This is an optimization exercise on Yosys and OpenROAD, whose aim is small area and a short achievable clock period, not a production implementation.
The RTL was checked by simulation tests, not by an equivalence proof against the original design.
Power figures rest on the tool's default switching activity, not on a simulated workload.

## build 84
## MAC
module MAC(clk, reset, X, Y, reg_Pro);
  input clk, reset;
  input [7:0] X;
  input [7:0] Y;
  output reg [15:0] reg_Pro;
  wire p00_d = ~(X[0] & Y[0]);
  wire p01_d = ~(X[0] & Y[1]);
  wire p02_d = ~(X[0] & Y[2]);
  wire p03_d = ~(X[0] & Y[3]);
  wire p04_d = ~(X[0] & Y[4]);
  wire p05_d = ~(X[0] & Y[5]);
  wire p06_d = ~(X[0] & Y[6]);
  wire p07_d = ~(X[0] & Y[7]);
  wire p10_d = ~(X[1] & Y[0]);
  wire p11_d = ~(X[1] & Y[1]);
  wire p12_d = ~(X[1] & Y[2]);
  wire p13_d = ~(X[1] & Y[3]);
  wire p14_d = ~(X[1] & Y[4]);
  wire p15_d = ~(X[1] & Y[5]);
  wire p16_d = ~(X[1] & Y[6]);
  wire p17_d = ~(X[1] & Y[7]);
  wire p20_d = ~(X[2] & Y[0]);
  wire p21_d = ~(X[2] & Y[1]);
  wire p22_d = ~(X[2] & Y[2]);
  wire p23_d = ~(X[2] & Y[3]);
  wire p24_d = ~(X[2] & Y[4]);
  wire p25_d = ~(X[2] & Y[5]);
  wire p26_d = ~(X[2] & Y[6]);
  wire p27_d = ~(X[2] & Y[7]);
  wire p30_d = ~(X[3] & Y[0]);
  wire p31_d = ~(X[3] & Y[1]);
  wire p32_d = ~(X[3] & Y[2]);
  wire p33_d = ~(X[3] & Y[3]);
  wire p34_d = ~(X[3] & Y[4]);
  wire p35_d = ~(X[3] & Y[5]);
  wire p36_d = ~(X[3] & Y[6]);
  wire p37_d = ~(X[3] & Y[7]);
  wire p40_d = ~(X[4] & Y[0]);
  wire p41_d = ~(X[4] & Y[1]);
  wire p42_d = ~(X[4] & Y[2]);
  wire p43_d = ~(X[4] & Y[3]);
  wire p44_d = ~(X[4] & Y[4]);
  wire p45_d = ~(X[4] & Y[5]);
  wire p46_d = ~(X[4] & Y[6]);
  wire p47_d = ~(X[4] & Y[7]);
  wire p50_d = ~(X[5] & Y[0]);
  wire p51_d = ~(X[5] & Y[1]);
  wire p52_d = ~(X[5] & Y[2]);
  wire p53_d = ~(X[5] & Y[3]);
  wire p54_d = ~(X[5] & Y[4]);
  wire p55_d = ~(X[5] & Y[5]);
  wire p56_d = ~(X[5] & Y[6]);
  wire p57_d = ~(X[5] & Y[7]);
  wire p60_d = ~(X[6] & Y[0]);
  wire p61_d = ~(X[6] & Y[1]);
  wire p62_d = ~(X[6] & Y[2]);
  wire p63_d = ~(X[6] & Y[3]);
  wire p64_d = ~(X[6] & Y[4]);
  wire p65_d = ~(X[6] & Y[5]);
  wire p66_d = ~(X[6] & Y[6]);
  wire p67_d = ~(X[6] & Y[7]);
  wire p70_d = ~(X[7] & Y[0]);
  wire p71_d = ~(X[7] & Y[1]);
  wire p72_d = ~(X[7] & Y[2]);
  wire p73_d = ~(X[7] & Y[3]);
  wire p74_d = ~(X[7] & Y[4]);
  wire p75_d = ~(X[7] & Y[5]);
  wire p76_d = ~(X[7] & Y[6]);
  wire p77_d = ~(X[7] & Y[7]);
  wire s1_d, c1_d;
  halfAdderN u_s1(p60_d, p51_d, s1_d, c1_d);
  wire s2_d, c2_d;
  fullAdderF h2(p70_d, p61_d, p52_d, s2_d, c2_d);
  wire s3_d, c3_d;
  ...
export LEC_CHECK = 0
export CAP_MARGIN = 20
export CORE_MARGIN = 2
export CORE_UTILIZATION = 40
export SETUP_SLACK_MARGIN = 2.7
export SLEW_MARGIN = 20
export SYNTH_HIERARCHICAL = 1
export SYNTH_MINIMUM_KEEP_SIZE = 0
create_clock -name core_clock -period 5.5 [get_ports {clk}]
standard.sh (not shown) runs the stock make flow with config.mk's settings and CLKGATE_MAP_FILE= SYNTH_SCRIPT=/design/flow/synth_recipe.tcl, a recipe that flattens the netlist after the stock synthesis.
==> flow/flow/run.sh <==
#!/bin/bash
# The standard layout (standard.sh) with two changes:
#  - the port buffers that placement inserts start as the smallest buffer;
#  - after the standard synthesis, combinational cells that abc sized up are set back to
#    drive strength 1 (same function and pins), before floorplan; the flow's repair steps
#    size up again the ones that need it. Registers are not touched.
set -euo pipefail
RES=$PWD/orfs/results/$FLOW_PLATFORM/MAC/base
ARGS=("BUFFER_PORTS_ARGS=-buffer_cell sky130_fd_sc_hd__buf_1")
bash standard.sh "${ARGS[@]}" $RES/1_2_yosys.v > synth.log 2>&1
python3 flow/downsize.py $RES/1_2_yosys.v > downsize.log 2>&1
bash standard.sh "${ARGS[@]}" finish > layout.log 2>&1
==> flow/flow/downsize.py <==
# Set abc-upsized combinational cells of the synthesized netlist back to drive strength 1.
import re,sys,collections
path=sys.argv[1]
lib=open('/OpenROAD-flow-scripts/flow/platforms/sky130hd/lib/sky130_fd_sc_hd__tt_025C_1v80.lib').read()
cells=set(re.findall(r'cell \("(sky130_fd_sc_hd__\w+)"\)',lib))
KEEP=('df','dl','sdf','edf','conb','clk','tap','fill','decap','diode','buf','inv','lpflow','probe','ebuf','einv','mux2i')
v=open(path).read()
cnt=collections.Counter()
def sub(m):
    name,base,size=m.group(0),m.group(1),m.group(2)
    short=base.replace('sky130_fd_sc_hd__','')
    if size=='1' or any(short.startswith(k) for k in KEEP): return name
    new='%s_1'%base
    if new not in cells: return name
    cnt[name+' -> '+new]+=1
    return new
v2=re.sub(r'\b(sky130_fd_sc_hd__[a-z0-9]+)_(\d+)\b(?=\s+\S+\s*\()',sub,v)
open(path,'w').write(v2)
for k,n in sorted(cnt.items()): print(n,k)
diff inputs: build 84 => build 69
Settings: a change of SETUP_SLACK_MARGIN from 2.7 to 2.8.
### Flow results
- In the final reports, the cell area of build 69 is larger than that of build 84.
- Build 69: final wirelength 2.2% below build 84
- Sort build 84 and build 69 by sequential fraction of total cell area, ascending, and build 69 comes first.
- Build 69 finished every step from synthesis to the final layout, and the layout passed the timing, design-rule and antenna checks.
- From build 84 to build 69 the numbers moved as follows: worst setup slack went up 82 ps; via count went down 53.
The inputs of build 16 differ from those of build 69 as listed below.
Settings: CORE_UTILIZATION: 40 -> 75; SETUP_SLACK_MARGIN: 2.8 -> 2.85.
Results
Comparing build 69 and build 16, the lower met2 routed wirelength was measured on build 69. Compared with build 69, build 16 shows a higher initial detailed-routing violation count. When the final numbers for build 69 and build 16 were put side by side, the clock network power share turned out to be greater in build 16. Per the comparison of build 16 with build 69, insertion delay to the later sink of the worst-skew pair ~0 delta, number of buffers outside the clock class in the layout went up about 3%, achievable frequency +about 1.1%, global-route usage moved up, final wirelength up 420 um. On leakage power figure, build 16 does worse than build 69.
--- input diff build 16..build 86 ---
Settings: CORE_UTILIZATION now 40, was 75; TNS_END_PERCENT now 10, previously not set.
Results
Build 86 vs. build 16: register-to-register slack went up by 40 ps; cell-internal power now smaller; routed wire length on met2 went down 700 um; critical path depth went down.
Number of buffers inserted during clock tree synthesis delta (build 16 -> build 86): insignificant
Build 86 against build 16: global-route usage over all layers decreased 15 points; routed via count decreased 147; delay contributed by the slowest stage of the critical path increased 110 ps; mean number of vias per cell decreased 0.85.
The clock distribution power in build 16 is 1.3 times that in build 86.
What build 5 does differently from build 86 at the input level:
Settings: clearing TNS_END_PERCENT, which used to be 10; swapping 40 for 60 in CORE_UTILIZATION.
Build 86 → build 5: hold slack picked up an extra 7.5 ps; setup slack after layout picked up an extra 51 ps; share of final layout cell area taken by non-clock buffers picked up an extra 0.84 points; part of the total power dissipated in the clock network picked up an extra 0.4 points; global-route usage picked up an extra 6.8 points. As of build 5, non-clock buffer count had risen by a few percent compared to build 86. Fraction of power consumed by combinational cells, build 5 and build 86, lower one = build 86. Cmp build 5 and build 86 / post-DP HPWL / lower: build 5.
Input changes introduced in build 32 (baseline for comparison: build 5):
Settings: an added CELL_PAD_IN_SITES_GLOBAL_PLACEMENT of 0; a change of CORE_UTILIZATION from 60 to 40; an added CELL_PAD_IN_SITES_DETAIL_PLACEMENT of 0; an added PLACE_DENSITY of 0.8.
==> run notes <==
- Share of cell area taken by multi-input logic gates (build 32 over build 5): decrease, 0.18 points
- Compared to build 5, the routing of build 32 uses more wire.
- Delta (build 32 minus build 5): via total after detailed routing rose 4.5%; share of power burned in the clock network fell 1.0 points.
- Layout overhead on the synthesized area: build 32 vs build 5 up 0.32 points
- Build 32 -> build 5: multi-input logic cell count delta 0, exact match
- Build 32 ended up with a higher via count of the first global-routing pass than build 5 did.
- Measured against each other, build 5 and build 32 differ in filler cell count in the final layout, the lower figure coming from build 5.
- Looking at total half-perimeter wirelength after legalization and detailed placement across both flows, build 32 is the weaker of the two, with build 5 ahead.

* * *

MAC again, from the RTL that the note above started with.
==> flow/config.mk <==
export PLATFORM = sky130hd
export DESIGN_NAME = MAC
export DESIGN_NICKNAME = MAC
export VERILOG_FILES = /design/flow/design.v
export SDC_FILE = /design/flow/constraint.sdc
export NUM_CORES = 4
export LEC_CHECK = 0
export CAP_MARGIN = 20
export CORE_MARGIN = 2
export CORE_UTILIZATION = 40
export CTS_BUF_LIST = sky130_fd_sc_hd__clkbuf_16
export CTS_CLUSTER_DIAMETER = 300
export CTS_CLUSTER_SIZE = 50
export SETUP_SLACK_MARGIN = 2.85
export SLEW_MARGIN = 20
export SYNTH_HIERARCHICAL = 1
export SYNTH_MINIMUM_KEEP_SIZE = 0
==> flow/constraint.sdc <==
create_clock -name core_clock -period 5.5 [get_ports {clk}]
set_input_delay 1.1000 -clock core_clock [delete_from_list [all_inputs] [get_ports {clk}]]
set_output_delay 1.1000 -clock core_clock [all_outputs]
set_load 0.01 [all_outputs]
Scripts as last shown in full above: flow/flow/run.sh, flow/flow/downsize.py
The first run completed with no timing, DRC or antenna violations.
Then changed:
Settings changed: CTS_BUF_LIST sky130_fd_sc_hd__clkbuf_16 to default, CTS_CLUSTER_DIAMETER 300 to default, CTS_CLUSTER_SIZE 50 to default, SETUP_SLACK_MARGIN 2.85 to 2.95.
Result: Worst hold slack improved by 0.0073 ns. Sequential power barely changes. Die area does not change.
Then changed:
Settings changed: SETUP_SLACK_MARGIN 2.95 to 3.05.
=> The new run completed without violations; wire length fell by 1.6%; flip-flop and latch count does not change; global-route usage fell by 0.27 points; via count fell by 1.4%; area after synthesis does not change; total power rose by 1.6%; die area stays the same; clock-buffer cell count is unchanged; maximum frequency rose by 3.6%; cell count rose by 1.4%.
Then changed:
--- a/flow/flow/downsize.py
+++ b/flow/flow/downsize.py
@@ -2 +2 @@
-import re,sys,collections
+import os,re,sys,collections
@@ -4 +4,2 @@
-lib=open('/OpenROAD-flow-scripts/flow/platforms/sky130hd/lib/sky130_fd_sc_hd__tt_025C_1v80.lib').read()
+flow_home=os.environ.get('FLOW_HOME','/OpenROAD-flow-scripts/flow')
+lib=open(flow_home+'/platforms/sky130hd/lib/sky130_fd_sc_hd__tt_025C_1v80.lib').read()
Settings changed: SETUP_SLACK_MARGIN 3.05 to 2.85.
Clock-buffer cell count came out lower by 1.
Worst setup slack degrades by 0.099 ns.
First-iteration DRC count came out higher by 3.9%.
Routed wire length came out lower by 1.9%.

## static timing again, ports no longer ideal
In the flow no input, the clock included, has a driving cell. The finished layouts below were timed again as built, in two steps. Step 1, drivers: a clkbuf_16 drives clk and a buf_2 each remaining input, both assumed. Step 2 adds t to the input delays and takes it off the output delays; t is the mean of the earliest and latest rising clock arrival at the registers after step 1. Input paths then give back, and output paths get back, about the clock's delay inside the block. a / b / c = ideal ports / drivers / drivers and shift; a / b = the first two.
| run | shift t [ns] | setup WS [ns] | cell pins on the clock port's net |
|---|---|---|---|
| build 84 | 0.314 | 2.821 / 2.828 / 2.514 | 1 |
| build 69 | 0.312 | 2.902 / 2.911 / 2.599 | 1 |
| build 16 | 0.320 | 2.931 / 2.938 / 2.618 | 1 |
| build 86 | 0.314 | 2.907 / 2.912 / 2.599 | 1 |
| build 5 | 0.308 | 2.959 / 2.962 / 2.654 | 1 |
| build 32 | 0.315 | 2.921 / 2.921 / 2.606 | 1 |
| the first run of note 2 | 0.305 | 2.926 / 2.939 / 2.634 | 1 |
| the second run of note 2 | 0.309 | 2.965 / 2.969 / 2.660 | 1 |
| the third run of note 2 | 0.316 | 3.053 / 3.018 / 2.703 | 1 |
| the fourth run of note 2 | 0.314 | 2.954 / 2.962 / 2.648 | 1 |
After both steps setup and hold are still met in every run listed. The setup slack of the third run of note 2, which loses most, moves by -0.035 ns with the drivers and by -0.350 ns with both steps.
